Background: an optimization exercise with open tools, aiming at small area and a short achievable clock period. Do not read the settings as production practice.
Function was checked by simulation only, so behaviour that the tests miss may differ from the original.

## flow/design.v (module list and top-level ports; edited modules follow where they fit)
// module cubic_fixed: 873 lines
// module cubic_fa: 7 lines
// module cubic_ha: 7 lines
module cubic_fixed #(
    parameter int WID     = 16,    
    parameter int FBITS   = 8      
)(
    input  logic                        clk,
    input  logic                        rst,
    input  logic signed [WID-1:0]       x,
    input  logic signed [WID-1:0]       a0,
    input  logic signed [WID-1:0]       a1,
    input  logic signed [WID-1:0]       a2,
    output logic signed [WID-1:0]       y
);
  // ...
==> flow/flow/run.sh <==
#!/bin/bash
# Standard ORFS layout (the standard.sh) with two changes:
#  - port buffers use buf_4 instead of the default delay-buffer cell;
#  - timing repair (after floorplan, CTS and global routing) aims for
#    8.5 ns of setup slack at the 15 ns clock, so the resizer sizes the
#    critical paths.  The SDC (clock period, I/O delays, load) is unchanged.
# Each ORFS step writes its own log under orfs/logs/; make's output goes to
# standard.log.
set -euo pipefail
export BUFFER_PORTS_ARGS="-buffer_cell sky130_fd_sc_hd__buf_4"
export SETUP_SLACK_MARGIN=8.5
bash standard.sh > standard.log 2>&1
==> flow/standard.sh <==
#!/bin/bash
# synth_recipe.tcl (not shown) runs the flow's synth.tcl, then flattens the netlist and writes it again
# the make line also repeats each setting of config.mk as NAME=value (left out here)
make -C /OpenROAD-flow-scripts/flow DESIGN_CONFIG=/design/flow/config.mk WORK_HOME=/design/flow/orfs CLKGATE_MAP_FILE= SYNTH_SCRIPT=/design/flow/synth_recipe.tcl "${@:-finish}"
==> flow/config.mk <==
export PLATFORM = sky130hd
export DESIGN_NAME = cubic_fixed
export DESIGN_NICKNAME = cubic_fixed
export VERILOG_FILES = /design/flow/design.v
export SDC_FILE = /design/flow/constraint.sdc
export NUM_CORES = 4
export LEC_CHECK = 0
export ABC_AREA = 1
export CAP_MARGIN = 20
export CORE_MARGIN = 2
export CORE_UTILIZATION = 40
export SLEW_MARGIN = 20
export SYNTH_HIERARCHICAL = 1
==> flow/constraint.sdc <==
create_clock -name core_clock -period 15.0 [get_ports {clk}]
set_input_delay 3.0000 -clock core_clock [delete_from_list [all_inputs] [get_ports {clk}]]
set_output_delay 3.0000 -clock core_clock [all_outputs]
set_load 0.01 [all_outputs]
==> run notes, run 1 <==
reg2reg start=x_s0[7]$_DFF_P_; DR vias/cell=between 5 and 6; main combinational cell family by area after synthesis=adder cells; Final min period=6.30 ns; Post-Route Utilization=0.441; worst stage delay on the critical path=0.51 ns; routed wire length=75.2 mm; GR Util met3=0.0563; Compound-Gate Fraction of Synth Area=0.152; via count=about 21000; Critical path origin=x[1]; Worst Slack Setup Final=8.70 ns; Core Rows=89; GRT met2 Usage=0.365; Arrival @ worst endpoint=roughly 6.7 ns; Critical Path Most Common Cell=fa_1; Slew Limit Fails=0; status=timing/DRC/antenna clean; multi-input logic cell count=2444; antenna violations before repair=0; register area share after synthesis=0.0966; Post-synth top cells=595 x nand2_1, 348 x inv_1, 348 x xor2_1
==> run 2: changes to the inputs <==
--- a/flow/config.mk
+++ b/flow/config.mk
@@ -9,5 +9,6 @@
 export CAP_MARGIN = 20
 export CORE_MARGIN = 2
-export CORE_UTILIZATION = 40
+export CORE_UTILIZATION = 60
+export PLACE_DENSITY = 0.7
 export SLEW_MARGIN = 20
 export SYNTH_HIERARCHICAL = 1
==> run notes, run 2 <==
reg2reg start=x_s0[7]$_DFF_P_ (unchanged); drt wl/cell=21.6 µm (was 19.4 µm); Crit. End Element=register (unchanged); ant diodes=0 (unchanged); Num CTS Buffers=17 (unchanged); Chip Width=202 µm (was 247 µm); critical path type=reg2reg (was in2reg); Post-synth EDFFs=0 (unchanged); via count=22400 (was 21300); R2R depth=24 (was 26); # IOs=82 (unchanged); reg2reg end=cs_s_s1[6]$_DFF_P_ (was cs_s_s1[5]$_DFF_P_); Multi-input gate area=19700 µm² (was 19600 µm²); Slew Limit Fails=0 (unchanged); drt initial violations=2333 (was 1962); Filler Cells Inserted=3403 (was 5917); Skew-Pair Late Insertion Delay=0.48 ns (about the same); crit-path max FO=28 (was 14); Final min period=6.23 ns (was 6.30 ns); pre-CTS WS=7.49 ns (was 7.61 ns); Final Cell Area=25600 µm² (was 25900 µm²); Placer Congestion=0.988 (was 0.919); Worst Hold End=rst_s1$_DFF_P_ (unchanged); die area=41000 µm² (was 61000 µm²); register area share after synthesis=0.0966 (unchanged); Final Hold Fails=0 (unchanged); Cell Area, Synth=23600 µm² (unchanged); post-synth top area cell=fa_1 (unchanged); Hold Buf Count CTS=0 (unchanged); worst-margin pin slew=1.21 ns (was 0.776 ns); placeable core area=38700 µm² (was 58700 µm²); worst hold start=rst_s0$_DFF_P_ (unchanged); Area Growth Syn to Fin=8.23% (was 9.60%); critical path launch point type=register (was input pin); Nets=3625 (was 3638); layout cells sized above 1=0.0905 (was 0.0931); routed wire length=77.8 mm (was 75.2 mm); status=timing/DRC/antenna clean (unchanged); Warnings, synthesis=7 (unchanged); Post-Syn Nets=3624 (unchanged); CTS tree=done (unchanged); PortBufs=81 (unchanged); Bufs on Longest Clock Path=2 (unchanged); Setup-failing EPs final=0 (unchanged); H-tree lvl count=4 (unchanged); relative max-transition margin=0.196 (was 0.482); post-route ant nets=0 (unchanged); Worst Slack Setup Final=8.77 ns (was 8.70 ns); DR vias/cell=6.22 (was 5.50); first-pass GRT wire length=122 mm (was 116 mm); Cell variety after synth=54 (unchanged); clk sink count=114 (unchanged); predominant post-synthesis flop cell=dfxtp_1 (unchanged); fin crit share=0.415 (was 0.420); Post-synth top cells=595 x nand2_1, 348 x inv_1, 348 x xor2_1 (unchanged); Core Rows=72 (was 89); RSZ-0062 raised after global routing=yes (was no); Clk Tree Root Cell=clkbuf_16 (unchanged); DRC Markers=0 (unchanged); dpl hpwl=59.1 mm (was 57.0 mm); R2R Setup Slk=8.77 ns (was 8.84 ns); post-synthesis area per instance=7.70 µm² (unchanged); initial cell density of the core=0.610 (was 0.403); setup TNS=0 ns (unchanged); most frequent cell after synthesis=nand2_1 (unchanged); pin count of the biggest net entering global routing=33 (unchanged); Setup Skew=0.0205 ns (was 0.0194 ns); GRT Overall Usage=0.379 (was 0.245); cell count after synthesis=3068 (unchanged); number of synthesized register bits=114 (unchanged); total congestion overflow=0 (unchanged); max frequency=0.161 GHz (was 0.159 GHz); worst hold path depth=1 (unchanged); antenna violations before repair=0 (unchanged); vias in the first global route=22300 (was 20100); Critical path origin=x_s0[7]$_DFF_P_ (was x[1]); Die H=202 µm (was 247 µm); DRT Pass-1 Iters=5 (unchanged); Area after DPL=24500 µm² (was 24900 µm²); Arrival @ worst endpoint=6.57 ns (was 6.68 ns); # Max-Cap Violations=0 (unchanged); Register Area=2290 µm² (unchanged); most common cell after layout, fill and taps aside=nand2_1 (unchanged); clock transition at the registers of the reported paths=0.06 ns (about the same); min-delay worst type=reg2reg (unchanged); top cell type's share of synthesized area=0.257 (unchanged); Post-synth ARST share=0 (unchanged); top post-synthesis cells by area=fa_1 26%, xor2_1 13%, ha_1 9.9%, dfxtp_1 9.7%, nand2_1 9.4% (unchanged); most frequent cells in the layout=582 x nand2_1, 348 x xor2_1, 342 x inv_1 (was 583 x nand2_1, 348 x xor2_1, 342 x inv_1); Critical Path RT=15.35 ns (was 15.39 ns)
==> run 2: how the worst max path moves through the flow <==
stage                            to  slack [ns]  cells after the start
6_report         cs_s_s1[6]$_DFF_P_        8.77                     24
5_1_grt          cs_s_s1[3]$_DFF_P_        8.48                     26
4_1_cts          cs_s_s1[0]$_DFF_P_        8.51                     28
3_5_place_dp     cs_s_s1[3]$_DFF_P_        7.49                     24
3_3_place_gp     cs_s_s1[6]$_DFF_P_        7.68                     26
2_1_floorplan  x2_s0[12]$_SDFF_PP1_        8.51                     14
==> run 2: worst max-delay path, stage by stage (launching register included) <==
cell and delay [ns]:
dfxtp_1 0.37, ha_1 0.54, inv_6 0.18, o22ai_1 0.23, xor2_1 0.25, fa_1 0.50
fa_1 0.42, fa_1 0.53, fa_1 0.41, ha_1 0.37, nand2_1 0.20, o21bai_1 0.32
nand2_1 0.08, nand2_1 0.09, a21oi_1 0.09, nand2_1 0.09, nand2_1 0.05, nand2_1 0.15
nand2_1 0.07, nor2_1 0.11, nand2_1 0.12, o21ai_4 0.18, buf_12 0.15, nand2_1 0.08
fa_1 0.50
==> run 2: per-layer routing <==
layer / GRT usage / wire length [µm]
met4: 0.195 / 4140
met5: 0 / 0
met3: 0.0833 / 7420
met1: 0.495 / 30900
met2: 0.594 / 35300
==> run 2: what timing repair did <==
item / in CTS / in global routing
cloned: 1 / 5
setup buffers: 4 / 14
pin swaps: 2 / 7
endpoints found under the setup margin: 32 / 33
gates resized for setup: 18 / 75
==> run 2: cell type report <==
cell class | instances | area share
inverter | 373 | 0.0565
clock buffer | 25 | 0.0205
timing repair inverter | 1 | 0.000196
timing repair buffer | 116 | 0.0359
clock inverter | 7 | 0.00279
tap | 518 | 0.0253
multi-input combinational | 2446 | 0.769
sequential | 114 | 0.0895
==> run 2: cell families (layout without fill, tap and decap cells) <==
| kind of cell | Yosys count | count (layout) | share of synthesized area |
|---|---|---|---|
| fa+ha+maj | 490 | 490 | 0.356 |
| simple gates | 959 | 964 | 0.168 |
| buf+inv | 513 | 522 | 0.0842 |
| xor+xnor | 389 | 389 | 0.144 |
| compound gates | 603 | 603 | 0.152 |
| flops | 114 | 114 | 0.0966 |
==> run 2: through the flow <==
stage          hold slack, ns  cells   util
2_1_floorplan           0.392   3068      -
3_3_place_gp            0.407   3543  0.632
3_5_place_dp            0.412   3544  0.632
4_1_cts                 0.425   3581  0.650
5_1_grt                 0.449   3600  0.660
6_report                0.419   3600  0.660
==> run 2: per-module statistics from Yosys, one instance, submodules excluded <==
module       area [µm²]  flops+latches
cubic_fixed       17200            114
cubic_fa           20.0              0
cubic_ha           12.5              0
==> run 3: changes to the inputs <==
==> flow/flow/run.sh (replaced) <==
#!/bin/bash
# Standard ORFS layout (the standard.sh) with two changes:
#  - port buffers use buf_4 instead of the default delay-buffer cell;
#  - timing repair (after floorplan, CTS and global routing) aims for
#    9 ns of setup slack at the 15 ns clock, so the resizer sizes the
#    critical paths.  The SDC (clock period, I/O delays, load) is unchanged.
# Each ORFS step writes its own log under orfs/logs/; make's output goes to
# standard.log.
set -euo pipefail
export BUFFER_PORTS_ARGS="-buffer_cell sky130_fd_sc_hd__buf_4"
export SETUP_SLACK_MARGIN=9
bash standard.sh > standard.log 2>&1
--- a/flow/config.mk
+++ b/flow/config.mk
@@ -9,6 +9,5 @@
 export CAP_MARGIN = 20
 export CORE_MARGIN = 2
-export CORE_UTILIZATION = 60
-export PLACE_DENSITY = 0.7
+export CORE_UTILIZATION = 40
 export SLEW_MARGIN = 20
 export SYNTH_HIERARCHICAL = 1
==> run notes, run 3 <==
first-pass GRT wire length=120 mm (was 122 mm); setup TNS=0 ns (unchanged); antenna violations before repair=0 (unchanged); Skew-Pair Late Insertion Delay=0.49 ns (was 0.48 ns); Arrival @ worst endpoint=6.24 ns (was 6.57 ns); Filler Cells Inserted=5766 (was 3403); Num CTS Buffers=17 (unchanged); number of synthesized register bits=114 (unchanged); Chip Width=247 µm (was 202 µm); Die H=247 µm (was 202 µm); Placer Congestion=0.928 (was 0.988); total congestion overflow=0 (unchanged); clk sink count=114 (unchanged); main combinational cell family by area after synthesis=adder cells (unchanged); Core Rows=89 (was 72); placeable core area=58700 µm² (was 38700 µm²); most frequent cell after synthesis=nand2_1 (unchanged); Post-synth EDFFs=0 (unchanged); worst-margin pin slew=0.775 ns (was 1.21 ns); GRT Overall Usage=0.253 (was 0.379); post-route ant nets=0 (unchanged); cell count after synthesis=3068 (unchanged); multiplexer share of the synthesized area=0 (unchanged); initial cell density of the core=0.403 (was 0.610); dpl hpwl=57.0 mm (was 59.1 mm); Cell variety after synth=54 (unchanged); Bufs on Longest Clock Path=2 (unchanged); fin crit share=0.393 (was 0.415); DRT Pass-1 Iters=5 (unchanged); post-synthesis area per instance=7.70 µm² (unchanged); pin count of the biggest net entering global routing=33 (unchanged); worst hold path depth=1 (unchanged); register area share after synthesis=0.0966 (unchanged); DRC Markers=0 (unchanged); most frequent cells in the layout=567 x nand2_1, 345 x xor2_1, 323 x inv_1 (was 582 x nand2_1, 348 x xor2_1, 342 x inv_1); Post-synth top cells=595 x nand2_1, 348 x inv_1, 348 x xor2_1 (unchanged); DR vias/cell=5.55 (was 6.22); Hold Buf Count CTS=0 (unchanged); critical path launch point type=register (unchanged); layout cells sized above 1=0.170 (was 0.0905); drt wl/cell=19.8 µm (was 21.6 µm); Post-Syn Nets=3624 (unchanged); # Max-Cap Violations=0 (unchanged); routed wire length=78.1 mm (was 77.8 mm); critical path type=reg2reg (unchanged); PortBufs=81 (unchanged); vias in the first global route=21300 (was 22300); clock transition at the registers of the reported paths=0.06 ns (about the same); status=timing/DRC/antenna clean (unchanged); Nets=3714 (was 3625); Compound-Gate Fraction of Synth Area=0.152 (unchanged); Final Cell Area=27800 µm² (was 25600 µm²); drt initial violations=2006 (was 2333); RSZ-0062 raised after global routing=yes (unchanged); Slew Limit Fails=0 (unchanged); die area=61000 µm² (was 41000 µm²); most common cell after layout, fill and taps aside=nand2_1 (unchanged); Critical Path RT=15.35 ns (about the same); Warnings, synthesis=7 (unchanged); max frequency=0.170 GHz (was 0.161 GHz); Clk Tree Root Cell=clkbuf_16 (unchanged); CTS tree=done (unchanged); post-synthesis xor/xnor area fraction=0.144 (unchanged); Post-synth ARST share=0 (unchanged); Crit. End Element=register (unchanged); ant diodes=0 (unchanged); Setup Skew=0.0172 ns (was 0.0205 ns); min-delay worst type=reg2reg (unchanged); predominant post-synthesis flop cell=dfxtp_1 (unchanged); Area after DPL=24900 µm² (was 24500 µm²); R2R depth=24 (unchanged); post-synth top area cell=fa_1 (unchanged); top post-synthesis cells by area=fa_1 26%, xor2_1 13%, ha_1 9.9%, dfxtp_1 9.7%, nand2_1 9.4% (unchanged); Final Hold Fails=0 (unchanged); Area Growth Syn to Fin=17.7% (was 8.23%); crit-path max FO=17 (was 28); Cell Area, Synth=23600 µm² (unchanged); Setup-failing EPs final=0 (unchanged); Final min period=5.89 ns (was 6.23 ns); relative max-transition margin=0.483 (was 0.196); adder-cell area share of the yosys netlist=0.356 (unchanged); # IOs=82 (unchanged); top cell type's share of synthesized area=0.257 (unchanged); via count=21900 (was 22400); simple-gate share of the synthesized area=0.168 (unchanged); H-tree lvl count=4 (unchanged)
-- run 3: cell types whose count changed in the layout (fill, tap and decap cells not counted), sizes merged --
cell / previous run / this run
buf: 116 / 196
clkinv: 6 / 15
nand2: 617 / 618
inv: 365 / 357
clkbuf: 25 / 19
clkinvlp: 9 / 21
nand3: 102 / 103
-- run 3: cell type report --
class                   instances  area, µm²  share of cell area
clock inverters                14        141             0.00508
well taps                     773        967              0.0348
clock buffers                  18        439              0.0158
flip-flops and latches        114       2320              0.0834
multi-input cells            2448      20700               0.743
repair buffers                197       1710              0.0615
inverters                     373       1530              0.0549
repair inverters                7       38.8             0.00139
-- run 3: worst paths after layout --
| kind | from | end | slack (ns) |
|---|---|---|---|
| setup reg to reg | x_s0[7]$_DFF_P_ | cs_s_s1[7]$_DFF_P_ | 9.11 |
| hold reg to reg | rst_s0$_DFF_P_ | rst_s1$_DFF_P_ | 0.41 |
| setup / recovery | x_s0[7]$_DFF_P_ | cs_s_s1[7]$_DFF_P_ | 9.11 |
| hold / removal | rst_s0$_DFF_P_ | rst_s1$_DFF_P_ | 0.41 |
-- run 3: repair_timing --
item / 4_1_cts / 5_1_grt
gates cloned: 6 / 8
gates resized for setup: 98 / 257
pin swaps: 12 / 60
buffers inserted: 34 / 59
endpoints found under the hold margin: 0 / 0
setup endpoints to repair: 48 / 51
-- run 3: per-module statistics from Yosys (local to each module, per instance) --
| module | cells inside | area, µm² | copies in the design | flip-flops and latches |
|---|---|---|---|---|
| cubic_ha | 1 | 12.5 | 56 | 0 |
| cubic_fixed | 2726 | 17200 | 1 | 114 |
| cubic_fa | 1 | 20.0 | 286 | 0 |
-- run 3: stage by stage --
step           utilization  std cells  hold slack (ns)  worst slack (ns)
2_1_floorplan            -       3068            0.392              8.81
3_3_place_gp         0.425       3805            0.403              7.79
3_5_place_dp         0.425       3805            0.401              7.76
4_1_cts              0.446       3877            0.415              8.99
5_1_grt              0.474       3944            0.449              8.86
6_report             0.474       3944            0.413              9.11
-- run 3: routing by layer --
layer	vias up	track usage	wire length (µm)
met5	-	0	0
met4	0	0.0808	2090
met3	128	0.0694	7600
met2	1040	0.379	33700
met1	10500	0.352	34700
li1	10300	-	-
-- run 3: kinds of logic (layout without fill, tap and decap cells) --
| family | count (synthesis) | after routing |
|---|---|---|
| simple gates | 959 | 966 |
| compound gates | 603 | 603 |
| flops | 114 | 114 |
| fa+ha+maj | 490 | 490 |
| buf+inv | 513 | 609 |
| xor+xnor | 389 | 389 |
-- run 3: worst max-delay path, cell delays in order, from the launching register on --
cell and delay (ns):
dfxtp_2 0.39, inv_1 0.13, o21bai_2 0.17, nand2_2 0.07, buf_4 0.22, o22ai_1 0.16
xor2_1 0.23, fa_1 0.47, fa_2 0.59, fa_1 0.45, fa_1 0.56, ha_4 0.24
a21oi_1 0.21, o21ai_0 0.18, o21bai_1 0.21, a21oi_1 0.19, nand2_1 0.07, nand2_1 0.05
nand2_1 0.08, nor2_1 0.10, nand2_1 0.09, o21ai_4 0.17, buf_12 0.16, nand2_1 0.09
fa_1 0.47
==> run 4: changes to the inputs <==
==> flow/flow/run.sh (replaced) <==
#!/bin/bash
# Standard ORFS layout (the standard.sh) with two changes:
#  - port buffers use buf_4 instead of the default delay-buffer cell;
#  - timing repair (after floorplan, CTS and global routing) aims for
#    8 ns of setup slack at the 15 ns clock, so the resizer sizes the
#    critical paths.  The SDC (clock period, I/O delays, load) is unchanged.
# Each ORFS step writes its own log under orfs/logs/; make's output goes to
# standard.log.
set -euo pipefail
export BUFFER_PORTS_ARGS="-buffer_cell sky130_fd_sc_hd__buf_4"
export SETUP_SLACK_MARGIN=8
bash standard.sh > standard.log 2>&1
==> run notes, run 4 <==
Cell Area, Synth=23600 µm² (unchanged); Bufs on Longest Clock Path=2 (unchanged); critical path type=reg2reg (unchanged); placeable core area=58700 µm² (unchanged); Setup Skew=0.0201 ns (was 0.0172 ns); DRT Pass-1 Iters=5 (unchanged); clk sink count=114 (unchanged); fin crit share=0.436 (was 0.393); max frequency=0.153 GHz (was 0.170 GHz); most frequent cells in the layout=593 x nand2_1, 348 x xor2_1, 347 x inv_1 (was 567 x nand2_1, 345 x xor2_1, 323 x inv_1); die area=61000 µm² (unchanged); Min Hold Slack=0.410 ns (was 0.413 ns); Warnings, synthesis=7 (unchanged); GRT Overall Usage=0.245 (was 0.253); Post-Syn Nets=3624 (unchanged); pin count of the biggest net entering global routing=35 (was 33); routed wire length=74.2 mm (was 78.1 mm); setup TNS=0 ns (unchanged); ant diodes=0 (unchanged); Placer Congestion=0.919 (was 0.928); Post-synth ARST share=0 (unchanged); Num CTS Buffers=17 (unchanged); most common cell after layout, fill and taps aside=nand2_1 (unchanged); Arrival @ worst endpoint=6.89 ns (was 6.24 ns); drt initial violations=1892 (was 2006); # IOs=82 (unchanged); Critical Path RT=15.35 ns (about the same); Final Cell Area=25500 µm² (was 27800 µm²); clock transition at the registers of the reported paths=0.06 ns (about the same); number of synthesized register bits=114 (unchanged); crit-path max FO=28 (was 17); worst stage delay on the critical path=0.53 ns (was 0.59 ns); Cell variety after synth=54 (unchanged); Area after DPL=24900 µm² (about the same); layout cells sized above 1=0.0735 (was 0.170); RSZ-0062 raised after global routing=no (was yes); DRC Markers=0 (unchanged); CTS tree=done (unchanged); PortBufs=81 (unchanged); Crit. End Element=register (unchanged); post-synthesis area per instance=7.70 µm² (unchanged); dpl hpwl=57.0 mm (about the same); top cell type's share of synthesized area=0.257 (unchanged); via count=21100 (was 21900); cell count after synthesis=3068 (unchanged); Setup-failing EPs final=0 (unchanged); first-pass GRT wire length=116 mm (was 120 mm); Post-synth EDFFs=0 (unchanged); Slew Limit Fails=0 (unchanged); drt wl/cell=19.3 µm (was 19.8 µm); worst-margin pin slew=0.975 ns (was 0.775 ns); Skew-Pair Late Insertion Delay=0.48 ns (was 0.49 ns); Clk Tree Root Cell=clkbuf_16 (unchanged); Post-Route Utilization=0.435 (was 0.474); critical path launch point type=register (unchanged); Area Growth Syn to Fin=8.05% (was 17.7%); initial cell density of the core=0.403 (unchanged); post-route ant nets=0 (unchanged); most frequent cell after synthesis=nand2_1 (unchanged); vias in the first global route=20100 (was 21300); min-delay worst type=reg2reg (unchanged); DR vias/cell=5.48 (was 5.55); master of the slowest instance on the critical path=dfxtp_4 (was fa_2); Chip Width=247 µm (unchanged); Core Rows=89 (unchanged); predominant post-synthesis flop cell=dfxtp_1 (unchanged); top post-synthesis cells by area=fa_1 26%, xor2_1 13%, ha_1 9.9%, dfxtp_1 9.7%, nand2_1 9.4% (unchanged); total congestion overflow=0 (unchanged); antenna violations before repair=0 (unchanged); H-tree lvl count=4 (unchanged); post-synth top area cell=fa_1 (unchanged); Die H=247 µm (unchanged); relative max-transition margin=0.350 (was 0.483); Final min period=6.55 ns (was 5.89 ns); Nets=3619 (was 3714); Final Hold Fails=0 (unchanged); # Max-Cap Violations=0 (unchanged); register area share after synthesis=0.0966 (unchanged); status=timing/DRC/antenna clean (unchanged); Post-synth top cells=595 x nand2_1, 348 x inv_1, 348 x xor2_1 (unchanged)
run 4: cell types whose count changed in the layout (fill, tap and decap cells not counted), moves of 24 or more:
| cell | delta |
|---|---|
| nor2_1 | +29 |
| ha_1 | +41 |
| inv_1 | +24 |
| nand2_1 | +26 |
| ha_4 | -34 |
| buf_4 | -58 |
run 4: logic make-up (layout without fill, tap and decap cells):
kind of cell,Yosys count,after routing,share of synthesized area
xor gates and xnor gates,389,389,0.144
AOI/OAI and AO/OA,603,603,0.152
and+or+nand+nor,959,959,0.168
DFF,114,114,0.0966
adders and majority gates,490,490,0.356
buffers and inverters,513,520,0.0842
run 4: worst paths after layout:
| check | from | endpoint | slack, ns | cells past startpoint |
|---|---|---|---|---|
| min reg2reg | rst_s0$_DFF_P_ | rst_s1$_DFF_P_ | 0.41 | 1 |
| max reg2reg | x_s0[1]$_DFF_P_ | cs_s_s1[11]$_DFF_P_ | 8.45 | 26 |
| max | x_s0[1]$_DFF_P_ | cs_s_s1[11]$_DFF_P_ | 8.45 | 26 |
| min | rst_s0$_DFF_P_ | rst_s1$_DFF_P_ | 0.41 | 1 |
run 4: timing repair:
item | 4_1_cts | 5_1_grt
setup buffers | 0 | 11
gates resized for setup | 3 | 7
endpoints found under the setup margin | 30 | 30
cloned | 0 | 1
hold buffers | 0 | 0
pin swaps | 0 | 1
run 4: cell type report:
class | instances | area (µm²)
Clock buffer | 18 | 439
Sequential cell | 114 | 2290
Inverter | 373 | 1410
Clock inverter | 13 | 103
Fill cell | 5941 | 33100
Tap cell | 773 | 967
Timing Repair inverter | 1 | 5.00
Multi-Input combinational cell | 2441 | 19400
Timing Repair Buffer | 115 | 883
run 4: through the flow:
| stage | worst slack [ns] | std cells |
|---|---|---|
| 6_report | 8.45 | 3848 |
| 5_1_grt | 8.00 | 3848 |
| 4_1_cts | 8.11 | 3836 |
| 3_5_place_dp | 7.61 | 3805 |
| 3_3_place_gp | 7.76 | 3805 |
| 2_1_floorplan | 8.51 | 3068 |
run 4: per-layer routing:
| metal | vias to the layer above | track usage | part of all wire |
|---|---|---|---|
| met2 | 933 | 0.366 | 0.43 |
| met4 | 0 | 0.0571 | 0.015 |
| met3 | 75 | 0.0570 | 0.092 |
| li1 | 10100 | - | - |
| met5 | - | 0 | 0 |
| met1 | 10000 | 0.355 | 0.46 |
run 4: critical path: cells and delay by family, from the launching register on:
kind            cells  cell delay (ns)
fa+ha+maj           8             3.34
buf+inv             3             0.54
simple gates       12             1.57
xor+xnor            1             0.19
flops               1             0.53
compound gates      2             0.23
run 4: modules after synthesis (local to each module, per instance):
module / times used / cells inside / cell area [µm²]
cubic_fa: 286 / 1 / 20.0
cubic_ha: 56 / 1 / 12.5
cubic_fixed: 1 / 2726 / 17200

-- what the ideal ports hide --
No port has a modelled driver above. Below, the same layouts with a new extraction and two added sets of constraints.
Step 1 (the two cells are an assumption about what drives the block):
set clk [get_ports {clk}]
set_driving_cell -lib_cell sky130_fd_sc_hd__clkbuf_16 $clk
set_driving_cell -lib_cell sky130_fd_sc_hd__buf_2 [delete_from_list [all_inputs] $clk]
Step 2 also shifts input and output timing later by t, the mid clock arrival at the registers, as if the neighbouring blocks saw the same clock.
Slacks: ideal ports / drivers / drivers and shift; pairs: ideal ports / drivers.
run	shift t [ns]	setup WS [ns]	worst register clock-pin slew, ns	cell pins on the clock port's net
run 1	0.532	8.705 / 8.740 / 8.208	0.07 / 0.07	1
run 2	0.531	8.771 / 8.771 / 8.288	0.07 / 0.07	1
run 3	0.539	9.108 / 9.108 / 8.574	0.07 / 0.07	1
run 4	0.532	8.454 / 8.454 / 8.211	0.07 / 0.07	1
After both steps every run listed still meets setup and hold. The setup slack of run 3, which loses most, moves by 0.000 ns with the drivers and by -0.534 ns with both steps.
